Background: an optimization exercise with open tools, aiming at small area and a short achievable clock period. Do not read the settings as production practice.
The RTL was checked by simulation tests, not by an equivalence proof against the original design.

==> flow/design.v, too long to show whole: its modules and the start of the top module <==
// module fpu_top: 92 lines
// module mant_mul: 1550 lines
module fpu_top(
    input         clk,
    input         rst,
    input  [31:0] a,
    input  [31:0] b,
    input  [2:0]  consig,
    output [31:0] out,
    output [2:0]  cmp_out
);
  // ...
==> flow/flow/run.sh <==
#!/bin/bash
# Standard synthesis, then a netlist pass that removes the inverters Yosys
# leaves around full adders, then the standard layout with a tighter
# timing-repair target and the smallest buffer on the ports.
set -euo pipefail
R=orfs/results/sky130hd/fpu_top/base
MARGIN=$(cat flow/margin.txt)
bash standard.sh synth > log_synth.txt 2>&1
python3 flow/fixinv.py $R/1_2_yosys.v $R/1_2_yosys_fixinv.v > log_fixinv.txt 2>&1
cp $R/1_2_yosys.v $R/1_2_yosys_orig.v
cp $R/1_2_yosys_fixinv.v $R/1_2_yosys.v
rm -f $R/1_synth.odb $R/1_synth.sdc
bash standard.sh SETUP_SLACK_MARGIN=$MARGIN "BUFFER_PORTS_ARGS=-buffer_cell sky130_fd_sc_hd__buf_1" finish > log_layout.txt 2>&1
==> flow/flow/fixinv.py <==
#!/usr/bin/env python3
"""Remove inverters around full adders in a flat Yosys netlist.

A full adder is self-dual: FA(~a, ~b, ~c) = (~cout, ~sum). Yosys's extract_fa
often leaves an inverter on a full adder's input or output. This pass picks,
for every fa cell, whether it computes in true or complemented polarity so
that as few inverters as possible remain, then rewrites the netlist with one
inverter per net that is still needed in complemented form.
usage: fixinv.py in.v out.v
"""
import re, sys

src = open(sys.argv[1]).read()
m = re.search(r'\bmodule\s+(\w+)\s*\((.*?)\);', src, re.S)
body_start = m.end()
end = src.rindex('endmodule')
header = src[:body_start]
body = src[body_start:end]

stmts = []           # (kind, data)
pos = 0
inst_re = re.compile(r'\s*(sky130_fd_sc_hd__\w+)\s+(\S+)\s*\((.*?)\);', re.S)
decl_re = re.compile(r'\s*(input|output|wire|inout)\b([^;]*);', re.S)
while True:
    mm = decl_re.match(body, pos)
    if mm:
        stmts.append(('decl', mm.group(0)))
        pos = mm.end(); continue
    mm = inst_re.match(body, pos)
    if mm:
        pins = []
        for pm in re.finditer(r'\.(\w+)\s*\(\s*([^()]*?)\s*\)', mm.group(3)):
            pins.append([pm.group(1), pm.group(2)])
        stmts.append(('cell', [mm.group(1), mm.group(2), pins]))
        pos = mm.end(); continue
    rest = body[pos:]
    if rest.strip() == '':
        break
    raise SystemExit('cannot parse near: ' + rest[:200])

OUTS = {'X', 'Y', 'Q', 'Q_N', 'SUM', 'COUT', 'HI', 'LO'}
ports_out = set(); ports_in = set()
def expand(decl):
    mm = re.match(r'\s*(input|output|wire|inout)\s*(\[(\d+):(\d+)\])?\s*(.*)', decl, re.S)
    kind, rng, hi, lo, names = mm.groups()
    res = []
    for n in names.split(','):
        n = n.strip()
        if not n: continue
        if rng:
            a, b = int(hi), int(lo)
            for i in range(min(a, b), max(a, b) + 1):
                res.append('%s[%d]' % (n, i))
        else:
            res.append(n)
    return kind, res, (rng is not None)
for k, d in stmts:
    if k == 'decl':
        kind, nets, _ = expand(d[:-1] if d.endswith(';') else d)
        if kind == 'output': ports_out.update(nets)
        if kind == 'input': ports_in.update(nets)

def is_inv(t): return re.match(r'sky130_fd_sc_hd__(clk)?inv_\d+$', t) is not None
def is_fa(t): return re.match(r'sky130_fd_sc_hd__fa_\d+$', t) is not None

cells = [d for k, d in stmts if k == 'cell']
driver = {}
for c in cells:
    for p, n in c[2]:
        if p in OUTS: driver[n] = c
# removable inverters: output not a port
removable = set()
for c in cells:
    if is_inv(c[0]):
        y = dict(c[2])['Y']
        if y not in ports_out:
            removable.add(id(c))
def root(n):
    q = 0
    seen = 0
    while n in driver and id(driver[n]) in removable:
        n = dict(driver[n][2])['A']; q ^= 1
        seen += 1
        if seen > 100: raise SystemExit('inverter loop')
    return n, q

fas = [c for c in cells if is_fa(c[0])]
fa_of_net = {}
for i, c in enumerate(fas):
    for p, n in c[2]:
        if p in ('SUM', 'COUT'): fa_of_net[n] = i
phase = [0] * len(fas)
# consumers: (fa index or -1, root, q)
cons = []
for c in cells:
    if id(c) in removable: continue
    fi = fas.index(c) if is_fa(c[0]) else -1
    for pi, (p, n) in enumerate(c[2]):
        if p in OUTS: continue
        if n.startswith("1'b") or n == '': continue
        r, q = root(n)
        cons.append((fi, r, q, c, pi))
for po in ports_out:
    # an output port driven through removable inverters is not possible (kept)
    pass

def need(fi, r, q):
    pr = phase[fa_of_net[r]] if r in fa_of_net else 0
    return pr ^ q ^ (phase[fi] if fi >= 0 else 0)

from collections import defaultdict
by_root = defaultdict(list)
by_fa = defaultdict(list)
for k, (fi, r, q, c, pi) in enumerate(cons):
    by_root[r].append(k)
    if fi >= 0: by_fa[fi].append(k)
COMPL = {'nand2_1': 'and2_1', 'and2_1': 'nand2_1', 'nor2_1': 'or2_1', 'or2_1': 'nor2_1',
         'xor2_1': 'xnor2_1', 'xnor2_1': 'xor2_1', 'clkbuf_1': 'clkinv_1', 'buf_1': 'inv_1'}
OUTPIN = {'and2_1': 'X', 'or2_1': 'X', 'nand2_1': 'Y', 'nor2_1': 'Y', 'xor2_1': 'X',
          'xnor2_1': 'Y', 'clkbuf_1': 'X', 'buf_1': 'X', 'inv_1': 'Y', 'clkinv_1': 'Y'}
AREA = {'nand2_1': 3.754, 'and2_1': 6.256, 'nor2_1': 3.754, 'or2_1': 6.256, 'xor2_1': 8.758,
        'xnor2_1': 8.758, 'clkbuf_1': 3.754, 'clkinv_1': 3.754, 'buf_1': 3.754, 'inv_1': 3.754}
INV_AREA = 3.754
def compl_delta(r):
    d = driver.get(r)
    if d is None or id(d) in removable or r in ports_out or is_fa(d[0]): return None
    t = d[0].replace('sky130_fd_sc_hd__', '')
    if t not in COMPL: return None
    return AREA[COMPL[t]] - AREA[t]
delta_of = {}
def root_cost(r):
    ns = [need(*cons[k][:3]) for k in by_root[r]]
    if not any(ns): return 0.0
    if all(ns):
        if r not in delta_of: delta_of[r] = compl_delta(r)
        dl = delta_of[r]
        if dl is not None and dl < INV_AREA: return dl
    return INV_AREA
def fa_roots(i):
    rs = set(cons[k][1] for k in by_fa[i])
    for p, n in fas[i][2]:
        if p in ('SUM', 'COUT'): rs.add(n)
    return rs
total = sum(root_cost(r) for r in by_root)
sys.stderr.write('inverters before: %d removable, cost at phase 0: %.1f\n' % (len(removable), total))
improved = True
it = 0
while improved and it < 50:
    improved = False; it += 1
    for i in range(len(fas)):
        rs = fa_roots(i)
        before = sum(root_cost(r) for r in rs)
        phase[i] ^= 1
        after = sum(root_cost(r) for r in rs)
        if after < before:
            improved = True
        else:
            phase[i] ^= 1
import random
random.seed(1)
def anneal(init):
    global phase
    phase[:] = init
    cur = sum(root_cost(r) for r in by_root)
    best = cur; bestph = phase[:]
    T = 2.0
    for step in range(150000):
        i = random.randrange(len(fas))
        rs = fa_roots(i)
        before = sum(root_cost(r) for r in rs)
        phase[i] ^= 1
        after = sum(root_cost(r) for r in rs)
        d = after - before
        if d <= 0 or random.random() < pow(2.718, -d / T):
            cur += d
            if cur < best - 1e-9:
                best = cur; bestph = phase[:]
        else:
            phase[i] ^= 1
        T = max(0.1, T * 0.99996)
    return best, bestph
res = [anneal([0] * len(fas)), anneal([1] * len(fas))]
sys.stderr.write('anneal from 0: %.1f, from 1: %.1f\n' % (res[0][0], res[1][0]))
best, bestph = min(res, key=lambda x: x[0])
phase[:] = bestph
total = sum(root_cost(r) for r in by_root)
sys.stderr.write('after %d passes: cost %.1f um2, %d adders flipped\n' % (it, total, sum(phase)))

flipped_roots = set()
for r, ks in by_root.items():
    d = driver.get(r)
    if d is None or id(d) in removable or r in ports_out: continue
    t = d[0].replace('sky130_fd_sc_hd__', '')
    if t not in COMPL or is_fa(d[0]): continue
    if all(need(*cons[k][:3]) for k in ks):
        nt = COMPL[t]
        d[0] = 'sky130_fd_sc_hd__' + nt
        for pin in d[2]:
            if pin[0] == OUTPIN[t]: pin[0] = OUTPIN[nt]
        flipped_roots.add(r)
sys.stderr.write('%d driver cells replaced by their complement\n' % len(flipped_roots))
def need2(fi, r, q):
    return need(fi, r, q) ^ (1 if r in flipped_roots else 0)

# rewrite
comp = {}
newcells = []
cnt = [0]
def compnet(r):
    if r not in comp:
        cnt[0] += 1
        comp[r] = 'fixinv_n%d' % cnt[0]
        newcells.append(('sky130_fd_sc_hd__inv_1', 'fixinv_%d' % cnt[0], [['A', r], ['Y', comp[r]]]))
    return comp[r]
for fi, r, q, c, pi in cons:
    c[2][pi][1] = compnet(r) if need2(fi, r, q) else r
removed_nets = set()
for c in cells:
    if id(c) in removable:
        removed_nets.add(dict(c[2])['Y'])
used = set()
for c in cells:
    if id(c) in removable: continue
    for p, n in c[2]: used.add(n)
def esc(n):
    return n + ' ' if n.startswith('\\') else n
out = [header]
for k, d in stmts:
    if k == 'decl':
        mm = re.match(r'(\s*)wire\s+(\S+)\s*;', d)
        if mm and not mm.group(2).startswith('[') and mm.group(2) in removed_nets and mm.group(2) not in used:
            continue
        out.append(d)
    else:
        if id(d) in removable: continue
        out.append('\n  %s %s (%s);' % (d[0], d[1], ', '.join('.%s(%s)' % (p, esc(n)) for p, n in d[2])))
for n in comp.values():
    out.append('\n  wire %s;' % n)
for t, nm, pins in newcells:
    out.append('\n  %s %s (%s);' % (t, nm, ', '.join('.%s(%s)' % (p, esc(n)) for p, n in pins)))
out.append('\nendmodule\n')
open(sys.argv[2], 'w').write(''.join(out))
==> flow/flow/margin.txt <==
7
==> flow/standard.sh <==
#!/bin/bash
# synth_recipe.tcl (not shown) runs the flow's synth.tcl, then flattens the netlist and writes it again
# the make line also repeats each setting of config.mk as NAME=value (left out here)
make -C /OpenROAD-flow-scripts/flow DESIGN_CONFIG=/design/flow/config.mk WORK_HOME=/design/flow/orfs CLKGATE_MAP_FILE= SYNTH_SCRIPT=/design/flow/synth_recipe.tcl "${@:-finish}"
==> flow/config.mk <==
export PLATFORM = sky130hd
export DESIGN_NAME = fpu_top
export DESIGN_NICKNAME = fpu_top
export VERILOG_FILES = /design/flow/design.v
export SDC_FILE = /design/flow/constraint.sdc
export NUM_CORES = 4
export LEC_CHECK = 0
export CAP_MARGIN = 20
export CORE_MARGIN = 2
export CORE_UTILIZATION = 65
export CTS_BUF_LIST = sky130_fd_sc_hd__clkbuf_4 sky130_fd_sc_hd__clkbuf_8
export SLEW_MARGIN = 20
==> flow/constraint.sdc <==
create_clock -name core_clock -period 14.0 [get_ports {clk}]
set_input_delay 2.8000 -clock core_clock [delete_from_list [all_inputs] [get_ports {clk}]]
set_output_delay 2.8000 -clock core_clock [all_outputs]
set_load 0.01 [all_outputs]
==> summary.txt, run 1 <==
- For the pin with the worst max-slew slack, the measured transition is 1.03 ns.
- Non-clock inverters in the final layout number 183.
- The clock passes through at most 2 buffers.
- The total of clock buffers placed in the layout is 21.
- Data on the critical path arrives at its endpoint at 4.19 ns.
- The biggest slice of the area belongs to multi-input gates.
- During I/O placement, the number of pins put on the boundary was 104.
- From left edge to right edge, the die measures 198 um.
- The headroom to the max-slew limit is 0.307.
- The clock tree from TritonCTS is built.
- For this run, the post-layout net count is 3,262.
- During tapcell insertion the tool placed 468 well taps.
- The detailed router's first-iteration violation count is 2,162.
- Multi-input logic gates represent a cell area share of 0.724.
- The worst reg2reg path startpoint is mb[3].
- For this run, the number of Yosys warnings is 1.
- On the worst path, the slowest cell contributes a delay of 0.40 ns.
- The number of antenna violations at the first check in global routing is 1.
- The total number of placement rows is 70.
- For met2 alone, demand over resource in global routing was 0.644.
- The starting density of the core is 0.663.
- After layout, the minimum clock period comes to 6.99 ns.
- The multi-input combinational cell count is 1,930.
- The flow ran to the end and the layout has no timing, DRC or antenna violations.
- The post-route clock skew is 0.00986 ns.
==> module fpu_top, before the edit <==
module fpu_top(
    input         clk,
    input         rst,
    input  [31:0] a,
    input  [31:0] b,
    input  [2:0]  consig,
    output [31:0] out,
    output [2:0]  cmp_out
);
    reg         sa, sb;      
    reg  [7:0]  ea, eb;      
    reg  [22:0] ma, mb;      
    reg         vld;         
    reg         lsel;        
    reg         cz;          
    wire [30:0] ra = {ea, ma};
    wire [30:0] rb = {eb, mb};
    wire        gt = ra > rb;
    wire        eq = vld & (ra == rb);
    wire [2:0]  p = {sa, sb, gt};
    wire        psel_a = (p == 3'b001) | (p == 3'b111) | (p == 3'b010);
    wire        pclr   = (p == 3'b011) | (p == 3'b100);
    always @(posedge clk or posedge rst) begin
        if (rst) begin
            sa <= 1'b0; sb <= 1'b0; vld <= 1'b0;
            ea <= 8'd0; eb <= 8'd0; ma <= 23'd0; mb <= 23'd0;
            lsel <= 1'b0; cz <= 1'b0;
        end else begin
            sa <= a[31];
            sb <= b[31];
            vld <= 1'b1;
            ea <= a[30:23];
            eb <= b[30:23];
            ma <= a[22:0];
            mb <= b[22:0];
            lsel <= psel_a;
            cz <= pclr;
        end
    end
    wire        aclr = (p == 3'b011) | (p == 3'b101);
    wire        swap = (p == 3'b000) | (p == 3'b100) | (p == 3'b110);
    wire [8:0]  sx = cz ? 9'd0 : (lsel ? {sa, ea} : {sb, eb});
    wire [7:0]  diff = lsel ? (ea - eb) : (eb - ea);
    wire [22:0] c = (cz | aclr) ? 23'd0 : (lsel ? ma : mb);
    wire [22:0] dsrc = lsel ? mb : ma;
    wire [22:0] d = (cz | aclr | (diff >= 8'd23)) ? 23'd0 : (dsrc >> diff[4:0]);
    wire        x = consig[0];
    wire [22:0] t = c + (x ? ~d : d) + {22'd0, x & ~swap};
    wire [22:0] fsum = (x & swap) ? ~t : t;
    reg  [22:0] snext;       
    reg  [22:0] afrac;       
    wire [47:0] prod;
    mant_mul mm (.ma(ma), .mb(mb), .p(prod));
    wire [8:0]  esum = {1'b0, ea} + {1'b0, eb};
    wire        in_zero = (ea == 8'd0) | (eb == 8'd0);
    wire        ez_n = in_zero | (esum < 9'd127);           
    wire        eo_n = ~ez_n & (esum >= 9'd382);            
    reg         ms;          
    reg  [24:0] mp;          
    reg  [7:0]  me;          
    reg         mz, mo;      
    reg         mz0, mo1;    
    always @(posedge clk or posedge rst) begin
        if (rst) begin
            snext <= 23'd0;
            afrac <= 23'd0;
            ms <= 1'b0; mp <= 25'd0; me <= 8'd0;
            mz <= 1'b0; mo <= 1'b0; mz0 <= 1'b0; mo1 <= 1'b0;
        end else begin
            snext <= fsum;
            afrac <= snext;
            ms  <= sa ^ sb;
            mp  <= prod[47:23];
            me  <= esum[7:0] + 8'd129;
            mz  <= ez_n;
            mo  <= eo_n;
            mz0 <= ~ez_n & (esum == 9'd127);
            mo1 <= ~ez_n & (esum == 9'd381);
        end
    end
    wire        h = mp[24];
    wire        mzero = mz | (mz0 & ~h);
    wire        minf  = ~mzero & (mo | (mo1 & h));
    wire [7:0]  mexp  = me + {7'd0, h};
    wire [22:0] mfrac = h ? mp[23:1] : mp[22:0];
    wire [31:0] mres  = mzero ? {ms, 31'd0} :
                        minf  ? {ms, 8'hff, 23'd0} :
                                {ms, mexp, mfrac};
    assign cmp_out = (consig == 3'b000) ? {sa, sb, eq} : 3'b000;
    assign out = (consig == 3'b001 || consig == 3'b010) ? {sx, afrac} :
                 (consig == 3'b011) ? mres : 32'd0;
endmodule
==> run 2: changes to the inputs <==
--- a/flow/design.v
+++ b/flow/design.v
@@ -6,35 +6,33 @@
     input  [31:0] b,
     input  [2:0]  consig,
     output [31:0] out,
     output [2:0]  cmp_out
 );
     reg         sa, sb;      
     reg  [7:0]  ea, eb;      
     reg  [22:0] ma, mb;      
-    reg         vld;         
+    reg         eq;          
+    reg         gt;          
     reg         lsel;        
     reg         cz;          
-    wire [30:0] ra = {ea, ma};
-    wire [30:0] rb = {eb, mb};
-    wire        gt = ra > rb;
-    wire        eq = vld & (ra == rb);
     wire [2:0]  p = {sa, sb, gt};
     wire        psel_a = (p == 3'b001) | (p == 3'b111) | (p == 3'b010);
     wire        pclr   = (p == 3'b011) | (p == 3'b100);
     always @(posedge clk or posedge rst) begin
         if (rst) begin
-            sa <= 1'b0; sb <= 1'b0; vld <= 1'b0;
+            sa <= 1'b0; sb <= 1'b0; eq <= 1'b0; gt <= 1'b0;
             ea <= 8'd0; eb <= 8'd0; ma <= 23'd0; mb <= 23'd0;
             lsel <= 1'b0; cz <= 1'b0;
         end else begin
             sa <= a[31];
             sb <= b[31];
-            vld <= 1'b1;
+            eq <= a[30:0] == b[30:0];
+            gt <= a[30:0] > b[30:0];
             ea <= a[30:23];
             eb <= b[30:23];
             ma <= a[22:0];
             mb <= b[22:0];
             lsel <= psel_a;
             cz <= pclr;
         end
     end
@@ -1634,10 +1632,293 @@
   wire s1536 = ma[21] ^ mb[21] ^ pp529;
   wire c1537 = (ma[21] & mb[21]) | (ma[21] & pp529) | (mb[21] & pp529);
   wire s1538 = c1531 ^ s1536 ^ c1533;
   wire c1539 = (c1531 & s1536) | (c1531 & c1533) | (s1536 & c1533);
   wire s1540 = ma[22] ^ mb[22] ^ c1537;
   wire c1541 = (ma[22] & mb[22]) | (ma[22] & c1537) | (mb[22] & c1537);
   wire [47:0] r0 = {1'b0, 1'b1, c1539, c1535, c1529, c1521, c1511, c1499, c1485, c1469, c1451, c1431, c1409, c1385, c1359, c1331, c1301, c1269, c1235, c1199, c1161, c1121, c1079, c1035, c991, c949, c909, c871, c835, c801, c769, c739, c711, c685, c661, c639, c619, s618, c585, s584, s570, s558, s548, s540, s534, s530, pp2, pp1};
   wire [47:0] r1 = {1'b0, c1541, s1540, s1538, s1534, s1528, s1520, s1510, s1498, s1484, s1468, s1450, s1430, s1408, s1384, s1358, s1330, s1300, s1268, s1234, s1198, s1160, s1120, s1078, s1034, s990, s948, s908, s870, s834, s800, s768, s738, s710, s684, s660, s638, 1'b0, s600, 1'b0, 1'b0, 1'b0, 1'b0, 1'b0, 1'b0, 1'b0, pp24, 1'b0};
-  assign p = r0 + r1;
+  wire [47:0] g0 = r0 & r1;
+  wire [47:0] p0 = r0 ^ r1;
+  wire sg1 = g0[1] | (p0[1] & g0[0]);
+  wire sp1 = p0[1] & p0[0];
+  wire sg2 = g0[3] | (p0[3] & g0[2]);
+  wire sp2 = p0[3] & p0[2];
+  wire sg3 = g0[5] | (p0[5] & g0[4]);
+  wire sp3 = p0[5] & p0[4];
+  wire sg4 = g0[7] | (p0[7] & g0[6]);
+  wire sp4 = p0[7] & p0[6];
+  wire sg5 = g0[9] | (p0[9] & g0[8]);
+  wire sp5 = p0[9] & p0[8];
+  wire sg6 = g0[11] | (p0[11] & g0[10]);
+  wire sp6 = p0[11] & p0[10];
+  wire sg7 = g0[13] | (p0[13] & g0[12]);
+  wire sp7 = p0[13] & p0[12];
+  wire sg8 = g0[15] | (p0[15] & g0[14]);
+  wire sp8 = p0[15] & p0[14];
+  wire sg9 = g0[17] | (p0[17] & g0[16]);
+  wire sp9 = p0[17] & p0[16];
+  wire sg10 = g0[19] | (p0[19] & g0[18]);
+  wire sp10 = p0[19] & p0[18];
+  wire sg11 = g0[21] | (p0[21] & g0[20]);
+  wire sp11 = p0[21] & p0[20];
+  wire sg12 = g0[23] | (p0[23] & g0[22]);
+  wire sp12 = p0[23] & p0[22];
+  wire sg13 = g0[25] | (p0[25] & g0[24]);
+  wire sp13 = p0[25] & p0[24];
+  wire sg14 = g0[27] | (p0[27] & g0[26]);
+  wire sp14 = p0[27] & p0[26];
+  wire sg15 = g0[29] | (p0[29] & g0[28]);
+  wire sp15 = p0[29] & p0[28];
+  wire sg16 = g0[31] | (p0[31] & g0[30]);
+  wire sp16 = p0[31] & p0[30];
+  wire sg17 = g0[33] | (p0[33] & g0[32]);
+  wire sp17 = p0[33] & p0[32];
+  wire sg18 = g0[35] | (p0[35] & g0[34]);
+  wire sp18 = p0[35] & p0[34];
+  wire sg19 = g0[37] | (p0[37] & g0[36]);
+  wire sp19 = p0[37] & p0[36];
+  wire sg20 = g0[39] | (p0[39] & g0[38]);
+  wire sp20 = p0[39] & p0[38];
+  wire sg21 = g0[41] | (p0[41] & g0[40]);
+  wire sp21 = p0[41] & p0[40];
+  wire sg22 = g0[43] | (p0[43] & g0[42]);
+  wire sp22 = p0[43] & p0[42];
+  wire sg23 = g0[45] | (p0[45] & g0[44]);
+  wire sp23 = p0[45] & p0[44];
+  wire sg24 = g0[47] | (p0[47] & g0[46]);
+  wire sp24 = p0[47] & p0[46];
+  wire sg25 = g0[2] | (p0[2] & sg1);
+  wire sp25 = p0[2] & sp1;
+  wire sg26 = sg2 | (sp2 & sg1);
+  wire sp26 = sp2 & sp1;
+  wire sg27 = g0[6] | (p0[6] & sg3);
+  wire sp27 = p0[6] & sp3;
+  wire sg28 = sg4 | (sp4 & sg3);
+  wire sp28 = sp4 & sp3;
+  wire sg29 = g0[10] | (p0[10] & sg5);
+  wire sp29 = p0[10] & sp5;
+  wire sg30 = sg6 | (sp6 & sg5);
+  wire sp30 = sp6 & sp5;
+  wire sg31 = g0[14] | (p0[14] & sg7);
+  wire sp31 = p0[14] & sp7;
+  wire sg32 = sg8 | (sp8 & sg7);
+  wire sp32 = sp8 & sp7;
+  wire sg33 = g0[18] | (p0[18] & sg9);
+  wire sp33 = p0[18] & sp9;
+  wire sg34 = sg10 | (sp10 & sg9);
+  wire sp34 = sp10 & sp9;
+  wire sg35 = g0[22] | (p0[22] & sg11);
+  wire sp35 = p0[22] & sp11;
+  wire sg36 = sg12 | (sp12 & sg11);
+  wire sp36 = sp12 & sp11;
+  wire sg37 = g0[26] | (p0[26] & sg13);
+  wire sp37 = p0[26] & sp13;
+  wire sg38 = sg14 | (sp14 & sg13);
+  wire sp38 = sp14 & sp13;
+  wire sg39 = g0[30] | (p0[30] & sg15);
+  wire sp39 = p0[30] & sp15;
+  wire sg40 = sg16 | (sp16 & sg15);
+  wire sp40 = sp16 & sp15;
+  wire sg41 = g0[34] | (p0[34] & sg17);
+  wire sp41 = p0[34] & sp17;
+  wire sg42 = sg18 | (sp18 & sg17);
+  wire sp42 = sp18 & sp17;
+  wire sg43 = g0[38] | (p0[38] & sg19);
+  wire sp43 = p0[38] & sp19;
+  wire sg44 = sg20 | (sp20 & sg19);
+  wire sp44 = sp20 & sp19;
+  wire sg45 = g0[42] | (p0[42] & sg21);
+  wire sp45 = p0[42] & sp21;
+  wire sg46 = sg22 | (sp22 & sg21);
+  wire sp46 = sp22 & sp21;
+  wire sg47 = g0[46] | (p0[46] & sg23);
+  wire sp47 = p0[46] & sp23;
+  wire sg48 = sg24 | (sp24 & sg23);
+  wire sp48 = sp24 & sp23;
+  wire sg49 = g0[4] | (p0[4] & sg26);
+  wire sp49 = p0[4] & sp26;
+  wire sg50 = sg3 | (sp3 & sg26);
+  wire sp50 = sp3 & sp26;
+  wire sg51 = sg27 | (sp27 & sg26);
+  wire sp51 = sp27 & sp26;
+  wire sg52 = sg28 | (sp28 & sg26);
+  wire sp52 = sp28 & sp26;
+  wire sg53 = g0[12] | (p0[12] & sg30);
+  wire sp53 = p0[12] & sp30;
+  wire sg54 = sg7 | (sp7 & sg30);
+  wire sp54 = sp7 & sp30;
+  wire sg55 = sg31 | (sp31 & sg30);
+  wire sp55 = sp31 & sp30;
+  wire sg56 = sg32 | (sp32 & sg30);
+  wire sp56 = sp32 & sp30;
+  wire sg57 = g0[20] | (p0[20] & sg34);
+  wire sp57 = p0[20] & sp34;
+  wire sg58 = sg11 | (sp11 & sg34);
+  wire sp58 = sp11 & sp34;
+  wire sg59 = sg35 | (sp35 & sg34);
+  wire sp59 = sp35 & sp34;
+  wire sg60 = sg36 | (sp36 & sg34);
+  wire sp60 = sp36 & sp34;
+  wire sg61 = g0[28] | (p0[28] & sg38);
+  wire sp61 = p0[28] & sp38;
+  wire sg62 = sg15 | (sp15 & sg38);
+  wire sp62 = sp15 & sp38;
+  wire sg63 = sg39 | (sp39 & sg38);
+  wire sp63 = sp39 & sp38;
+  wire sg64 = sg40 | (sp40 & sg38);
+  wire sp64 = sp40 & sp38;
+  wire sg65 = g0[36] | (p0[36] & sg42);
+  wire sp65 = p0[36] & sp42;
+  wire sg66 = sg19 | (sp19 & sg42);
+  wire sp66 = sp19 & sp42;
+  wire sg67 = sg43 | (sp43 & sg42);
+  wire sp67 = sp43 & sp42;
+  wire sg68 = sg44 | (sp44 & sg42);
+  wire sp68 = sp44 & sp42;
+  wire sg69 = g0[44] | (p0[44] & sg46);
+  wire sp69 = p0[44] & sp46;
+  wire sg70 = sg23 | (sp23 & sg46);
+  wire sp70 = sp23 & sp46;
+  wire sg71 = sg47 | (sp47 & sg46);
+  wire sp71 = sp47 & sp46;
+  wire sg72 = sg48 | (sp48 & sg46);
+  wire sp72 = sp48 & sp46;
+  wire sg73 = g0[8] | (p0[8] & sg52);
+  wire sp73 = p0[8] & sp52;
+  wire sg74 = sg5 | (sp5 & sg52);
+  wire sp74 = sp5 & sp52;
+  wire sg75 = sg29 | (sp29 & sg52);
+  wire sp75 = sp29 & sp52;
+  wire sg76 = sg30 | (sp30 & sg52);
+  wire sp76 = sp30 & sp52;
+  wire sg77 = sg53 | (sp53 & sg52);
+  wire sp77 = sp53 & sp52;
+  wire sg78 = sg54 | (sp54 & sg52);
+  wire sp78 = sp54 & sp52;
+  wire sg79 = sg55 | (sp55 & sg52);
+  wire sp79 = sp55 & sp52;
+  wire sg80 = sg56 | (sp56 & sg52);
+  wire sp80 = sp56 & sp52;
+  wire sg81 = g0[24] | (p0[24] & sg60);
+  wire sp81 = p0[24] & sp60;
+  wire sg82 = sg13 | (sp13 & sg60);
+  wire sp82 = sp13 & sp60;
+  wire sg83 = sg37 | (sp37 & sg60);
+  wire sp83 = sp37 & sp60;
+  wire sg84 = sg38 | (sp38 & sg60);
+  wire sp84 = sp38 & sp60;
+  wire sg85 = sg61 | (sp61 & sg60);
+  wire sp85 = sp61 & sp60;
+  wire sg86 = sg62 | (sp62 & sg60);
+  wire sp86 = sp62 & sp60;
+  wire sg87 = sg63 | (sp63 & sg60);
+  wire sp87 = sp63 & sp60;
+  wire sg88 = sg64 | (sp64 & sg60);
+  wire sp88 = sp64 & sp60;
+  wire sg89 = g0[40] | (p0[40] & sg68);
+  wire sp89 = p0[40] & sp68;
+  wire sg90 = sg21 | (sp21 & sg68);
+  wire sp90 = sp21 & sp68;
+  wire sg91 = sg45 | (sp45 & sg68);
+  wire sp91 = sp45 & sp68;
+  wire sg92 = sg46 | (sp46 & sg68);
+  wire sp92 = sp46 & sp68;
+  wire sg93 = sg69 | (sp69 & sg68);
+  wire sp93 = sp69 & sp68;
+  wire sg94 = sg70 | (sp70 & sg68);
+  wire sp94 = sp70 & sp68;
+  wire sg95 = sg71 | (sp71 & sg68);
+  wire sp95 = sp71 & sp68;
+  wire sg96 = sg72 | (sp72 & sg68);
+  wire sp96 = sp72 & sp68;
+  wire sg97 = g0[16] | (p0[16] & sg80);
+  wire sp97 = p0[16] & sp80;
+  wire sg98 = sg9 | (sp9 & sg80);
+  wire sp98 = sp9 & sp80;
+  wire sg99 = sg33 | (sp33 & sg80);
+  wire sp99 = sp33 & sp80;
+  wire sg100 = sg34 | (sp34 & sg80);
+  wire sp100 = sp34 & sp80;
+  wire sg101 = sg57 | (sp57 & sg80);
+  wire sp101 = sp57 & sp80;
+  wire sg102 = sg58 | (sp58 & sg80);
+  wire sp102 = sp58 & sp80;
+  wire sg103 = sg59 | (sp59 & sg80);
+  wire sp103 = sp59 & sp80;
+  wire sg104 = sg60 | (sp60 & sg80);
+  wire sp104 = sp60 & sp80;
+  wire sg105 = sg81 | (sp81 & sg80);
+  wire sp105 = sp81 & sp80;
+  wire sg106 = sg82 | (sp82 & sg80);
+  wire sp106 = sp82 & sp80;
+  wire sg107 = sg83 | (sp83 & sg80);
+  wire sp107 = sp83 & sp80;
+  wire sg108 = sg84 | (sp84 & sg80);
+  wire sp108 = sp84 & sp80;
+  wire sg109 = sg85 | (sp85 & sg80);
+  wire sp109 = sp85 & sp80;
+  wire sg110 = sg86 | (sp86 & sg80);
+  wire sp110 = sp86 & sp80;
+  wire sg111 = sg87 | (sp87 & sg80);
+  wire sp111 = sp87 & sp80;
+  wire sg112 = sg88 | (sp88 & sg80);
+  wire sp112 = sp88 & sp80;
+  wire sg113 = g0[32] | (p0[32] & sg112);
+  wire sp113 = p0[32] & sp112;
+  wire sg114 = sg17 | (sp17 & sg112);
+  wire sp114 = sp17 & sp112;
+  wire sg115 = sg41 | (sp41 & sg112);
+  wire sp115 = sp41 & sp112;
+  wire sg116 = sg42 | (sp42 & sg112);
+  wire sp116 = sp42 & sp112;
+  wire sg117 = sg65 | (sp65 & sg112);
+  wire sp117 = sp65 & sp112;
+  wire sg118 = sg66 | (sp66 & sg112);
+  wire sp118 = sp66 & sp112;
+  wire sg119 = sg67 | (sp67 & sg112);
+  wire sp119 = sp67 & sp112;
+  wire sg120 = sg68 | (sp68 & sg112);
+  wire sp120 = sp68 & sp112;
+  wire sg121 = sg89 | (sp89 & sg112);
+  wire sp121 = sp89 & sp112;
+  wire sg122 = sg90 | (sp90 & sg112);
+  wire sp122 = sp90 & sp112;
+  wire sg123 = sg91 | (sp91 & sg112);
+  wire sp123 = sp91 & sp112;
+  wire sg124 = sg92 | (sp92 & sg112);
+  wire sp124 = sp92 & sp112;
+  wire sg125 = sg93 | (sp93 & sg112);
+  wire sp125 = sp93 & sp112;
+  wire sg126 = sg94 | (sp94 & sg112);
+  wire sp126 = sp94 & sp112;
+  wire sg127 = sg95 | (sp95 & sg112);
+  wire sp127 = sp95 & sp112;
+  wire sg128 = sg96 | (sp96 & sg112);
+  wire sp128 = sp96 & sp112;
+  assign p[22:0] = 23'd0;
+  assign p[23] = p0[23] ^ sg103;
+  assign p[24] = p0[24] ^ sg104;
+  assign p[25] = p0[25] ^ sg105;
+  assign p[26] = p0[26] ^ sg106;
+  assign p[27] = p0[27] ^ sg107;
+  assign p[28] = p0[28] ^ sg108;
+  assign p[29] = p0[29] ^ sg109;
+  assign p[30] = p0[30] ^ sg110;
+  assign p[31] = p0[31] ^ sg111;
+  assign p[32] = p0[32] ^ sg112;
+  assign p[33] = p0[33] ^ sg113;
+  assign p[34] = p0[34] ^ sg114;
+  assign p[35] = p0[35] ^ sg115;
+  assign p[36] = p0[36] ^ sg116;
+  assign p[37] = p0[37] ^ sg117;
+  assign p[38] = p0[38] ^ sg118;
+  assign p[39] = p0[39] ^ sg119;
+  assign p[40] = p0[40] ^ sg120;
+  assign p[41] = p0[41] ^ sg121;
+  assign p[42] = p0[42] ^ sg122;
+  assign p[43] = p0[43] ^ sg123;
+  assign p[44] = p0[44] ^ sg124;
+  assign p[45] = p0[45] ^ sg125;
+  assign p[46] = p0[46] ^ sg126;
+  assign p[47] = p0[47] ^ sg127;
 endmodule
==> flow/config.mk (replaced) <==
export PLATFORM = sky130hd
export DESIGN_NAME = fpu_top
export DESIGN_NICKNAME = fpu_top
export VERILOG_FILES = /design/flow/design.v
export SDC_FILE = /design/flow/constraint.sdc
export NUM_CORES = 4
export LEC_CHECK = 0
export CAP_MARGIN = 20
export CORE_MARGIN = 2
export CORE_UTILIZATION = 65
export SLEW_MARGIN = 20
==> run 2 against run 1 <==
  * Largest cell class unchanged
  * Critical path type unchanged
  * Still clean on timing, DRC and antenna
  * Die area shrank 0.28%
  * Highest routed layer is now met5
  * Register-to-register slack is essentially flat
  * Setup slack gained 0.019 ns
==> summary.txt, run 2 <==
- The run finished with no timing, DRC or antenna violations.
- The combined area of the multi-input logic cells is 19,300 um^2.
- The critical path goes through clkbuf_16, nor4bb_4, o21ai_4, or2_4, o21ai_0, clkbuf_2.
- The post-route clock skew was 0.0117 ns (+0.00186 ns).
- The flip-flop count of the largest register, all copies and words added is 25.
- Dividing the detail-routed wire length by the instance count gives 25.1 um.
- Routability-driven placement finished with a final weighted congestion of 0.984.
- In the finished design, the share of the clock period the worst path needs comes to 0.498.
- The starting density of the core is 0.663 (about the same).
- The max-slew violation count was 0.
- In the global route stage, met1 resource usage came out at 0.546.
- Leaving out fill and tap cells, the most frequent cell in the layout is sky130_fd_sc_hd__fa_1.
- In this run the clock root is driven by a sky130_fd_sc_hd__clkbuf_16.
- The first global-routing pass estimated 115 mm of wire.
- The total number of placement rows is 70 (unchanged).
- The antenna violation net count after detailed routing is 0.
- The total iterations of the first detailed-routing run is 6.
- The antenna diode count is 0.
- The type of element launching the critical path is an input port.
- The count of maximum capacitance violations is 0.
- The total nets after synthesis is 3,120.
- In this run the worst setup path begins at consig[0].
- The launch instance of the worst min-delay path is snext[0].
- The kind of end point of the critical path is an output port.
- In this run the critical register-to-register path is captured at mp[15].
- In this run the worst path has a maximum fanout of 31.
- The number of setup violations in the final report is 0.
- The floorplan step defined a die boundary enclosing 39,000 um^2.
- The time the worst path needs with I/O delays and setup was 6.97 ns (-0.0185 ns).
- In this run the worst setup path terminates at out[9].
- The master of the slowest instance on the critical path is sky130_fd_sc_hd__or2_4.
- Setup repair after global routing could not meet its margin everywhere.
- The maximum number of pins on one net before global-route repair is 82.
- The synthesized area per cell is 10.1 um^2.
- From bottom edge to top edge, the die measures 197 um.
- The worst-case reg-to-reg path depth is 18.
- The worst-skew pair later-pin latency is 0.45 ns.
- For the worst setup path, the data required time is 11.20 ns.
- Setup slack on the worst reg-to-reg path comes out at 7.20 ns.
- The number of antenna violations at the first check in global routing is 1 (unchanged).
- Fill cells in the final layout number 2,788.
- Clock tree synthesis found a total of 152 sinks.
- The number of remaining DRC errors is 0.
- The via density per instance is 6.27.
- The worst hold slack after final layout is 0.344 ns.
- The number of global-route vias before repair is 20,073.
- The total routing usage reported by global routing is 0.403.
- The setup TNS is 0 ns.
- The wire-length estimate of the detail-placed layout is 53.2 mm.
- The routed design has 73.8 mm of wire.
- The arrival time of data at the critical path endpoint came to 4.17 ns (-0.02 ns).
- The detailed router's first-iteration violation count is 1,567 (-28%).
- The delay contributed by the slowest stage of the critical path came to 0.34 ns (-0.06 ns).
- The net count reported at finish is 3,182 (-2.5%).
- The worst hold path class is flip-flop to flip-flop.
- In the synthesized netlist, the number of instances is 2,402.
- The number of top-level design ports is 104 (unchanged).
- The synthesis warning total is 1 (unchanged).
- The clock tree from TritonCTS is built.
- The maximum root-to-sink buffer count is 2 (unchanged).
- The overall via count from detail_route is 18,450.
- The final hold violation count was 0.
- Compared with the post-synthesis result, the final layout area differs by 7.49%.
- Derived from the worst setup path, the maximum achievable clock frequency is 143 MHz.
- The total of buffers placed on input and output ports is 103.
- met2 is the most crowded layer.
- The core region is 36,700 um^2.
- Of the cells placed in the final design, the portion with a size suffix greater than 1 is 0.0642.
- The number of levels the H-tree was split into is 4.
- The global-route track usage on met3 is 0.102.
- Leaving out fill and tap cells, the most frequent cells in the layout are sky130_fd_sc_hd__fa_1 (493), sky130_fd_sc_hd__nand2_1 (446), sky130_fd_sc_hd__inv_1 (192).
- The netlist area before placement is 24,300 um^2.
- Clock-pin slew was measured on the worst setup and hold paths at 0.06 ns.
- The total clock buffers created by CTS is 17.
- The headroom to the max-slew limit was 0.282 (-0.0249).
- The area used by sequential logic in the layout is 3810 um^2.
- Ranked by flip-flop count, first place goes to mp.
- The overall die width was 197 um (-0.14%).
- The worst reg2reg path startpoint is ma[13].
- The kind of critical path is input port to output port.
- The transition at the pin with the smallest max-transition slack came to 1.08 ns (+0.0482 ns).
- The met2 track demand over resource is 0.623 (-0.0205).
- Summed over all layers, the global routing overflow is 0.
[run 2: worst min-delay path by stage]
stage,to,cells past startpoint
6_report,afrac[0],0
3_5_place_dp,afrac[0],0
5_1_grt,afrac[21],0
2_1_floorplan,afrac[0],0
4_1_cts,afrac[0],0
3_3_place_gp,afrac[6],0
[run 2: final cells by class]
type	count	share of cell area
inverters	198	0.0293
well taps	468	0.0224
multi-input cells	1921	0.739
flip-flops and latches	152	0.146
repair buffers	174	0.0409
clock inverters	11	0.00574
clock buffers	20	0.0167
[run 2: routing by layer]
metal / routed length [um] / vias to the layer above
li1: - / 7732
met1: 28700 / 9319
met2: 33300 / 1152
met3: 8210 / 245
met4: 3580 / 2
met5: 11 / -
[run 2: what timing repair did]
item                                    4_1_cts  5_1_grt
pin swaps                                     1        3
cloned                                        1        1
endpoints found under the setup margin       45       37
hold buffers                                  0        0
resized for setup                            28       42
setup buffers                                 2       13
[run 2: through the flow]
| step | utilization | setup slack, ns | cells | area, um^2 |
|---|---|---|---|---|
| after floorplan | - | 7.11 | 2402 | 24300 |
| after global placement | 0.687 | 6.38 | 2896 | 25200 |
| after detailed placement | 0.687 | 6.28 | 2896 | 25200 |
| after CTS | 0.707 | 7.00 | 2930 | 25900 |
| after global routing | 0.712 | 6.94 | 2944 | 26100 |
| final | 0.712 | 7.03 | 2944 | 26100 |
[run 2: worst max-delay path: cells and delay by family]
kind,cells,cell delay (ns)
AND/OR/NAND/NOR,2,0.62
AO/OA/AOI/OAI,2,0.36
buffers and inverters,2,0.38
==> run 3: changes to the inputs <==
==> flow/flow/margin.txt (replaced) <==
6.75
--- a/flow/config.mk
+++ b/flow/config.mk
@@ -8,4 +8,5 @@
 export CAP_MARGIN = 20
 export CORE_MARGIN = 2
 export CORE_UTILIZATION = 65
+export CTS_BUF_LIST = sky130_fd_sc_hd__clkbuf_4 sky130_fd_sc_hd__clkbuf_8
 export SLEW_MARGIN = 20
==> run 3 against run 2 <==
  * Non-clock buffer count fell by 8
  * Global-route usage fell by 0.47 points
  * Via count barely moved
  * Critical path type unchanged
  * Clock skew rose by 0.0028 ns
  * Flip-flop and latch count did not move
  * Still clean
  * Maximum frequency fell by 1.5%
  * Critical path depth did not move
  * Critical endpoint unchanged
==> summary.txt, run 3 <==
- The fraction of layout cells with a size suffix above 1 came to 0.0556 (-0.00866).
- The antenna violation net count after detailed routing is 0 (unchanged).
- The number of levels the H-tree was split into is 4 (unchanged).
- The register bank with the most flops is mp.
- The net count reported at finish is 3,172 (-0.31%).
- The buffers plus inverters on the worst setup path came to 2 (unchanged).
- The number of setup violations in the final report is 0 (unchanged).
- The launch instance of the worst min-delay path is snext[8].
- The wire length of the first global-routing pass was 114 mm (-1.1%).
- The overall via count from detail_route is 18,432 (-0.098%).
- The flip-flop count of the largest register, all copies and words added is 25 (unchanged).
- The starting density of the core was 0.663 (unchanged).
- The transition at the pin with the smallest max-transition slack came to 0.937 ns (-0.141 ns).
- The time the worst path needs with I/O delays and setup is 7.08 ns (+0.109 ns).
- The overall die width is 197 um (unchanged).
- The antenna diode count is 0 (unchanged).
- The post-route clock skew was 0.0145 ns (+0.00280 ns).
- The total number of placement rows is 70 (unchanged).
- The core area is 36,700 um^2 (unchanged).
- Walking the worst path, the cells encountered are buf_8, nor4bb_2, o21ai_2, or2_4, o21ai_0, buf_1.
- The highest clock frequency the design can meet is 141 MHz (-1.5%).
- The synthesized area per cell was 10.1 um^2 (unchanged).
- The final hold violation count is 0 (unchanged).
- The destination of the worst register-to-register timing path is mp[15].
- The die footprint is 39,000 um^2 (unchanged).
- The detailed router's first-iteration violation count is 1,453 (-7.3%).
- Leaving out fill and tap cells, the most frequent cells in the layout are sky130_fd_sc_hd__fa_1 (496), sky130_fd_sc_hd__nand2_1 (446), sky130_fd_sc_hd__inv_1 (194).
- The HPWL after detailed placement is 53.2 mm (unchanged).
- Tracing the worst setup path back leads to its startpoint at consig[0].
- The master cell of the clock root buffer is sky130_fd_sc_hd__clkbuf_8.
- The required time at the worst-slack endpoint is 11.20 ns (about the same).
- The final cycle utilization of the critical path is 0.506 (+0.00779).
- The aggregate global routing overflow came to 0 (unchanged).
- The total clock buffers created by CTS is 17 (unchanged).
- The count of maximum capacitance violations is 0 (unchanged).
- The worst setup path is of the input port to output port kind.
- The number of filler cells placed in the layout is 2,842 (+1.9%).
- The synthesized instance count is 2,402 (unchanged).
- The maximum root-to-sink buffer count is 2 (unchanged).
- TritonCTS built the clock tree.
- The number of top-level design ports is 104 (unchanged).
- The worst-case reg-to-reg path depth is 20 (+2).
- The die span in y is 197 um (unchanged).
- The number of remaining DRC errors is 0 (unchanged).
- The routed length per placed instance was 24.7 um (-1.4%).
- The biggest fanout along the worst timing path came to 31 (unchanged).
- The worst reg2reg path startpoint is ma[17].
- The critical path endpoint is out[9].
- The reg-to-reg setup timing slack was 6.96 ns (-0.24 ns).
- The total clock sinks is 152 (unchanged).
- STA classifies the critical path endpoint as an output port.
- The run finished with no timing, DRC or antenna violations.
- STA classifies the critical path startpoint as an input port.
- Setup repair after global routing left no endpoint under its margin.
- The post-CTS clock slew at the launch and capture registers of the worst setup and hold paths was 0.08 ns (+0.02 ns).
- The total number of cells along the worst setup path was 6 (unchanged).
- The worst-skew pair later-pin latency is 0.48 ns (+0.03 ns).
- The setup TNS is 0 ns (unchanged).
- The area growth from synthesis to layout is 5.93%.
- Leaving out fill and tap cells, the most frequent cell in the layout is sky130_fd_sc_hd__fa_1.
- On the critical path the largest part of the delay comes from simple AND/OR/NAND/NOR gates.
- The master of the slowest instance on the critical path is sky130_fd_sc_hd__or2_4.
- The max-slew violation count is 0 (unchanged).
- The headroom to the max-slew limit is 0.371 (+0.0895).
- The number of antenna violations at the first check in global routing is 1 (unchanged).
- The end-of-flow core utilization is 0.702 (-0.0104).
- The netlist area before placement is 24,300 um^2 (unchanged).
- The maximum number of pins on one net before global-route repair is 82 (unchanged).
- The arrival time of data at the critical path endpoint was 4.28 ns (+0.11 ns).
- The number of global-route vias before repair is 19,957 (-0.58%).
- The delay contributed by the slowest stage of the critical path was 0.36 ns (+0.02 ns).
- The routed wire length is 72.5 mm (-1.7%).
- The routability-driven placement congestion ratio is 0.984 (unchanged).
- The total of buffers placed on input and output ports came to 103 (unchanged).
- The via density per instance is 6.28 (+0.24%).
- The total routing usage reported by global routing is 0.398 (-0.00470).
- The min-delay analysis places its worst path in the category flip-flop to flip-flop.
- The synthesis warning total is 1 (unchanged).
- The total nets after synthesis is 3,120 (unchanged).
- The total iterations of the first detailed-routing run is 6 (unchanged).
[run 3: metrics by stage]
stage	hold slack, ns	setup slack (ns)	instance area [um^2]	std cells
2_1_floorplan	0.331	7.11	24300	2402
3_3_place_gp	0.335	6.38	25200	2896
3_5_place_dp	0.335	6.28	25200	2896
4_1_cts	0.351	6.82	25600	2927
5_1_grt	0.364	6.75	25800	2934
6_report	0.348	6.92	25800	2934
[run 3: routing by layer]
layer | global-route usage | vias up | wire [um]
met5 | 0 | - | 10
met2 | 0.614 | 1162 | 32700
met3 | 0.0978 | 247 | 8440
met1 | 0.543 | 9319 | 27800
met4 | 0.173 | 2 | 3600
li1 | - | 7702 | -
[run 3: cell type report]
cell class / count / area [um^2] / share of cell area
well taps: 468 / 586 / 0.0227
clock inverters: 11 / 150 / 0.00583
multi-input cells: 1919 / 19300 / 0.748
inverters: 198 / 759 / 0.0295
repair buffers: 166 / 925 / 0.0359
clock buffers: 20 / 256 / 0.00995
flip-flops and latches: 152 / 3810 / 0.148
[run 3: worst min-delay path by stage]
stage / to / slack [ns] / cells after the start
after detailed placement: afrac[0] / 0.33 / 0
after floorplan: afrac[0] / 0.33 / 0
after global routing: afrac[21] / 0.36 / 0
final: afrac[8] / 0.35 / 0
after CTS: afrac[5] / 0.35 / 0
after global placement: afrac[6] / 0.33 / 0
[run 3: repair_timing]
| item | 4_1_cts | 5_1_grt |
|---|---|---|
| resized for setup | 4 | 24 |
| buffers inserted | 0 | 7 |
| setup endpoints to repair | 28 | 32 |
| hold buffers | 0 | 0 |
==> run 4: changes to the inputs <==
==> flow/flow/margin.txt (replaced) <==
7
==> run 4 against run 3 <==
  * Die area did not move
  * Clock-buffer cell count stayed put
  * Setup slack better by 0.11 ns
  * Synthesized area is the same
  * Critical endpoint is now out[5]
  * Largest cell class unchanged
==> summary.txt, run 4 <==
- The flow ran to the end and the layout has no timing, DRC or antenna violations.
- The area growth from synthesis to layout is 7.21%.
- The worst register-to-register path begins at ma[17].
- The netlist area before placement is 24,300 um^2 (unchanged).
- The total iterations of the first detailed-routing run was 6 (unchanged).
- The total clock sinks is 152 (unchanged).
- The delay contributed by the slowest stage of the critical path is 0.34 ns (-0.02 ns).
- The wire length of the first global-routing pass is 114 mm (+0.51%).
- The worst-case reg-to-reg path depth is 22 (+10%).
- The worst setup margin is 7.03 ns (+0.108 ns).
- The maximum root-to-sink buffer count is 2 (unchanged).
- The synthesized instance count came to 2,402 (unchanged).
- The required time at the worst-slack endpoint is 11.20 ns (about the same).
- The final hold violation count is 0 (unchanged).
- The time the worst path needs with I/O delays and setup is 6.97 ns (-0.108 ns).
- The worst-skew pair later-pin latency is 0.48 ns (about the same).
- The fraction of layout cells with a size suffix above 1 is 0.0713 (+0.0158).
- The via density per instance is 6.29 (+0.11%).
- The total of buffers placed on input and output ports is 103 (unchanged).
- The overall die width is 197 um (unchanged).
- The master cell of the clock root buffer is sky130_fd_sc_hd__clkbuf_8.
- The core area was 36,700 um^2 (unchanged).
- The starting density of the core came to 0.663 (unchanged).
- The routed wire length is 73.5 mm (+1.3%).
- The number of levels the H-tree was split into was 4 (unchanged).
- The minimum setup slack after placement was 6.28 ns (unchanged).
- The area used by sequential logic in the layout is 3820 um^2 (+0.16%).
- The die footprint came to 39,000 um^2 (unchanged).
- The total routing usage reported by global routing is 0.400 (+0.00235).
- The count of maximum capacitance violations was 0 (unchanged).
- Among cell families on the critical path, the largest total delay comes from simple AND/OR/NAND/NOR gates.
- The post-route clock skew is 0.0153 ns (+0.000820 ns).
- The setup TNS was 0 ns (unchanged).
- The startpoint identified for the worst hold timing path is snext[5].
- The total nets after synthesis is 3,120 (unchanged).
- The maximum number of pins on one net before global-route repair is 82 (unchanged).
- The HPWL after detailed placement was 53.2 mm (unchanged).
- The detailed router's first-iteration violation count is 1,440 (-0.89%).
- Leaving out fill and tap cells, the most frequent cell in the layout is sky130_fd_sc_hd__fa_1.
- The endpoint identified for the worst register-to-register timing path is mp[24].
- Setup repair after global routing could not meet its margin everywhere.
- The register bank with the most flops is mp.
- The overall via count from detail_route is 18,546 (+0.62%).
- The max-slew violation count is 0 (unchanged).
- The routed length per placed instance is 24.9 um (+0.82%).
- TritonCTS built the clock tree.
- The number of antenna violations at the first check in global routing came to 0 (-1).
- The synthesis warning total was 1 (unchanged).
- The net count reported at finish is 3,187 (+0.47%).
- The post-CTS clock slew at the launch and capture registers of the worst setup and hold paths is 0.08 ns (about the same).
- The routability-driven placement congestion ratio is 0.984 (unchanged).
- The synthesized area per cell was 10.1 um^2 (unchanged).
- The path class of the tightest hold or removal check is flip-flop to flip-flop.
- The number of global-route vias before repair was 20,012 (+0.28%).
- The aggregate global routing overflow was 0 (unchanged).
- The reg-to-reg setup timing slack came to 7.14 ns (+0.18 ns).
- The number of filler cells placed in the layout came to 2,806 (-1.3%).
- The die span in y came to 197 um (unchanged).
- The headroom to the max-slew limit was 0.310 (-0.0607).
- The transition at the pin with the smallest max-transition slack is 1.03 ns (+0.0977 ns).
- For this design, the slowest cell found on the critical path is sky130_fd_sc_hd__or2_4.
- The total number of placement rows is 70 (unchanged).
- The flip-flop count of the largest register, all copies and words added is 25 (unchanged).
- The biggest fanout along the worst timing path was 31 (unchanged).
- Traced cell by cell, the critical path runs through clkbuf_16, nor4bb_4, o21ai_4, or2_4, o21ai_0, buf_1.
- The kind of end point of the critical path is an output port.
- The arrival time of data at the critical path endpoint was 4.17 ns (-0.11 ns).
- The antenna violation net count after detailed routing is 0 (unchanged).
- The worst setup path is launched from an input port.
- The worst hold slack after final layout came to 0.350 ns (+0.00217 ns).
- The number of remaining DRC errors is 0 (unchanged).
- The combined area of the multi-input logic cells was 19,300 um^2 (+0.27%).
- The antenna diode count is 0 (unchanged).
- The count of hold buffers inserted by post-cts repair is 0 (unchanged).
- The final cycle utilization of the critical path is 0.498 (-0.00773).
- The total clock buffers created by CTS is 17 (unchanged).
- The number of stages on the worst hold path was 0 (unchanged).
- The number of setup violations in the final report is 0 (unchanged).
- The sink of the worst hold path is afrac[5].
- In the layout the commonest cells are sky130_fd_sc_hd__fa_1 (492), sky130_fd_sc_hd__nand2_1 (446), sky130_fd_sc_hd__inv_1 (189).
- The highest clock frequency the design can meet was 143 MHz (+1.6%).
- The kind of critical path is input port to output port.
- The buffers plus inverters on the worst setup path came to 2 (unchanged).
- The number of top-level design ports is 104 (unchanged).
[run 4: worst max path at each step]
stage	from	endpoint	slack, ns	cells past startpoint
after floorplan	rst	afrac[0]	7.11	1
after global placement	consig[0]	out[13]	6.38	6
after detailed placement	consig[0]	out[9]	6.28	6
after CTS	ma[17]	mp[24]	7.00	22
after global routing	ma[17]	mp[24]	6.92	22
final	consig[0]	out[5]	7.03	6
[run 4: metal layers]
metal	track usage	vias to the layer above	wire, um
met4	0.177	0	3690
met5	0	-	0
met2	0.616	1198	33000
met1	0.546	9340	28100
met3	0.0994	261	8650
li1	-	7747	-
[run 4: timing repair]
action,CTS,global route
setup buffers,2,17
pin swaps,1,3
gates resized for setup,25,62
cloned,1,2
endpoints found under the setup margin,45,39
endpoints found under the hold margin,0,0
[run 4: area by class of cell]
cell class	instances	area share
well taps	468	0.0225
flip-flops and latches	152	0.146
inverters	198	0.0298
clock inverters	11	0.00576
repair buffers	179	0.0444
multi-input cells	1921	0.741
clock buffers	20	0.00984
[run 4: stage by stage]
stage	util	cells	cell area, um^2
after global placement	0.687	2896	25200
after global routing	0.711	2949	26100
after CTS	0.701	2930	25700
final	0.711	2949	26100
after floorplan	-	2402	24300
after detailed placement	0.687	2896	25200
==> run 5: changes to the inputs <==
--- a/flow/config.mk
+++ b/flow/config.mk
@@ -7,6 +7,6 @@
 export LEC_CHECK = 0
 export CAP_MARGIN = 20
 export CORE_MARGIN = 2
-export CORE_UTILIZATION = 65
+export CORE_UTILIZATION = 72
 export CTS_BUF_LIST = sky130_fd_sc_hd__clkbuf_4 sky130_fd_sc_hd__clkbuf_8
 export SLEW_MARGIN = 20
==> run 5 against run 4 <==
  * Via count grew 2.1%
  * Clock-buffer cell count shrank 3
  * Design area is 0.91% higher
  * Synthesized cell count stayed put
  * Critical path type unchanged
  * Largest cell class unchanged
  * Highest routed layer unchanged
==> summary.txt, run 5 <==
- The number of top-level design ports is 104 (unchanged).
- The required time at the worst-slack endpoint is 11.20 ns (about the same).
- The worst-skew pair later-pin latency is 0.49 ns (about the same).
- The post-route clock skew is 0.0229 ns (+0.00758 ns).
- The overall die width is 188 um (-4.9%).
- The final cell count without fillers came to 2,945 (-0.14%).
- The timing startpoint of the critical path is consig[0].
- The worst hold path class is flip-flop to flip-flop.
- The routability-driven placement congestion ratio is 0.951 (-3.4%).
- The flip-flop count of the largest register, all copies and words added is 25 (unchanged).
- The HPWL after detailed placement came to 53.4 mm (+0.24%).
- The number of antenna violations at the first check in global routing is 1 (+1).
- The total number of placement rows is 67 (-4.3%).
- The launch instance of the worst min-delay path is snext[17].
- The via density per instance is 6.43 (+2.2%).
- The number of global-route vias before repair is 20,421 (+2.0%).
- The netlist area before placement is 24,300 um^2 (unchanged).
- The worst reg2reg path startpoint is mb[14].
- The worst setup path is launched from an input port.
- The total clock buffers created by CTS is 17 (unchanged).
- The maximum root-to-sink buffer count is 2 (unchanged).
- The highest clock frequency the design can meet is 144 MHz (+0.22%).
- The count of maximum capacitance violations is 0 (unchanged).
- The number of stages on the worst hold path was 0 (unchanged).
- The number of levels the H-tree was split into is 4 (unchanged).
- The master cell of the clock root buffer is sky130_fd_sc_hd__clkbuf_8.
- The setup TNS is 0 ns (unchanged).
- The critical path is of the input port to output port type.
- The number of setup violations in the final report is 0 (unchanged).
- The overall via count from detail_route is 18,929 (+2.1%).
- Setup repair after global routing could not meet its margin everywhere.
- The antenna diode count is 0 (unchanged).
- The biggest fanout along the worst timing path is 31 (unchanged).
- The number of filler cells placed in the layout is 2,221 (-21%).
- The routed length per placed instance is 25.3 um (+1.5%).
- The minimum setup slack after placement is 6.18 ns (-0.0935 ns).
- The fraction of layout cells with a size suffix above 1 was 0.0857 (+0.0144).
- The die span in y was 188 um (-4.9%).
- The count of hold buffers inserted by post-cts repair was 0 (unchanged).
- The total of buffers placed on input and output ports is 103 (unchanged).
- The final cycle utilization of the critical path is 0.497 (-0.00108).
- The transition at the pin with the smallest max-transition slack is 1.17 ns (+0.140 ns).
- The max-slew violation count is 0 (unchanged).
- The die footprint was 35,300 um^2 (-9.5%).
- The maximum number of pins on one net before global-route repair is 81 (-1.2%).
- The end-of-flow core utilization is 0.789 (+0.0781).
- The detailed router's first-iteration violation count is 2,128 (+48%).
- The total iterations of the first detailed-routing run came to 6 (unchanged).
- The starting density of the core is 0.729 (+0.0662).
- The synthesized instance count is 2,402 (unchanged).
- The total routing usage reported by global routing is 0.437 (+0.0369).
- The net count reported at finish is 3,202 (+0.47%).
- The most common library cell in the layout ignoring fill and taps is sky130_fd_sc_hd__fa_1.
- From synthesis to final layout, the design area changed by 8.18%.
- The total nets after synthesis is 3,120 (unchanged).
- The synthesized area per cell is 10.1 um^2 (unchanged).
- The number of remaining DRC errors is 0 (unchanged).
- The headroom to the max-slew limit was 0.217 (-0.0931).
- The post-CTS clock slew at the launch and capture registers of the worst setup and hold paths was 0.09 ns (about the same).
- The final hold violation count is 0 (unchanged).
- The number of cells in the design after placement is 2,873 (-0.79%).
- The core area came to 33,400 um^2 (-9.1%).
- The arrival time of data at the critical path endpoint is 4.16 ns (about the same).
- The total clock sinks is 152 (unchanged).
- The worst-case reg-to-reg path depth is 22 (unchanged).
- The antenna violation net count after detailed routing is 0 (unchanged).
- TritonCTS built the clock tree.
- The worst setup margin is 7.04 ns (+0.0152 ns).
- The time the worst path needs with I/O delays and setup is 6.96 ns (-0.0152 ns).
- The synthesis warning total came to 1 (unchanged).
- The register bank with the most flops is mp.
- The aggregate global routing overflow was 0 (unchanged).
- The wire length of the first global-routing pass is 115 mm (+0.77%).
- The flow ran to the end and the layout has no timing, DRC or antenna violations.
- The routed wire length is 74.5 mm (+1.3%).
- Leaving out fill and tap cells, the most frequent cells in the layout are sky130_fd_sc_hd__fa_1 (491), sky130_fd_sc_hd__nand2_1 (446), sky130_fd_sc_hd__inv_1 (185).
- The kind of end point of the critical path is an output port.
[run 5: changes by cell type in the layout (fill, tap and decap cells not counted), sizes merged]
cell / before / now
bufbuf: 0 / 1
buf: 168 / 175
clkbuf: 31 / 35
bufinv: 3 / 1
clkinv: 5 / 6
clkinvlp: 10 / 14
inv: 191 / 192
[run 5: worst max-delay path, stage by stage]
cell,delay (ns)
sky130_fd_sc_hd__clkbuf_16,0.20
sky130_fd_sc_hd__nor4bb_4,0.30
sky130_fd_sc_hd__o21ai_4,0.16
sky130_fd_sc_hd__or2_4,0.32
sky130_fd_sc_hd__o21ai_0,0.19
sky130_fd_sc_hd__clkbuf_2,0.16
[run 5: worst paths after layout]
check	to	slack, ns
setup / recovery	out[11]	7.04
hold / removal	afrac[17]	0.35
setup reg to reg	mp[24]	7.07
hold reg to reg	afrac[17]	0.35
max in group asynchronous	snext[5]	10.18
min in group asynchronous	sb	2.40
[run 5: layer usage]
layer / share of wire / vias to the layer above / track usage
met5: 0 / - / 0
met4: 0.051 / 0 / 0.186
met3: 0.14 / 328 / 0.143
met2: 0.44 / 1431 / 0.668
met1: 0.36 / 9392 / 0.583
li1: - / 7778 / -
[run 5: timing repair]
item                                    CTS  global route
endpoints found under the setup margin   48            38
pin swaps                                 3             3
cloned                                    3             6
resized for setup                        60            61
setup buffers                            19            12
[run 5: layout make-up]
class | count | area (um^2) | area share
multi-input combinational | 1921 | 19300 | 0.735
sequential | 152 | 3840 | 0.146
timing repair buffer | 194 | 1400 | 0.0534
inverter | 198 | 793 | 0.0301
tap | 448 | 561 | 0.0213
clock buffer | 17 | 234 | 0.00889
clock inverter | 15 | 141 | 0.00537
[run 5: per-stage QoR]
stage	area (um^2)	hold WS, ns
after floorplan	24300	0.331
after global placement	25200	0.332
final	26300	0.350
after CTS	25900	0.354
after detailed placement	25200	0.336
after global routing	26300	0.357

-- port drivers added, routing unchanged --
The results above use ideal ports. As a check the final layouts listed here were re-extracted and re-timed, cells and wires unchanged.
Step 1, drivers: a clkbuf_16 drives clk and a buf_2 each remaining input, both assumed.
Step 2 also shifts input and output timing later by t, the mid clock arrival at the registers, as if the neighbouring blocks saw the same clock.
Three values: ideal, step 1, step 2; two values: the first two.
run | t (ns) | setup WS [ns] | worst data-port slew with drivers (ns)
run 1 | 0.525 | 7.011 / 6.978 / 6.978 | 0.05
run 2 | 0.491 | 7.030 / 6.973 / 6.973 | 0.06
run 3 | 0.520 | 6.921 / 6.867 / 6.867 | 0.06
run 4 | 0.524 | 7.029 / 6.972 / 6.972 | 0.07
run 5 | 0.520 | 7.044 / 6.990 / 6.990 | 0.08
After both steps setup and hold are still met in every run listed.
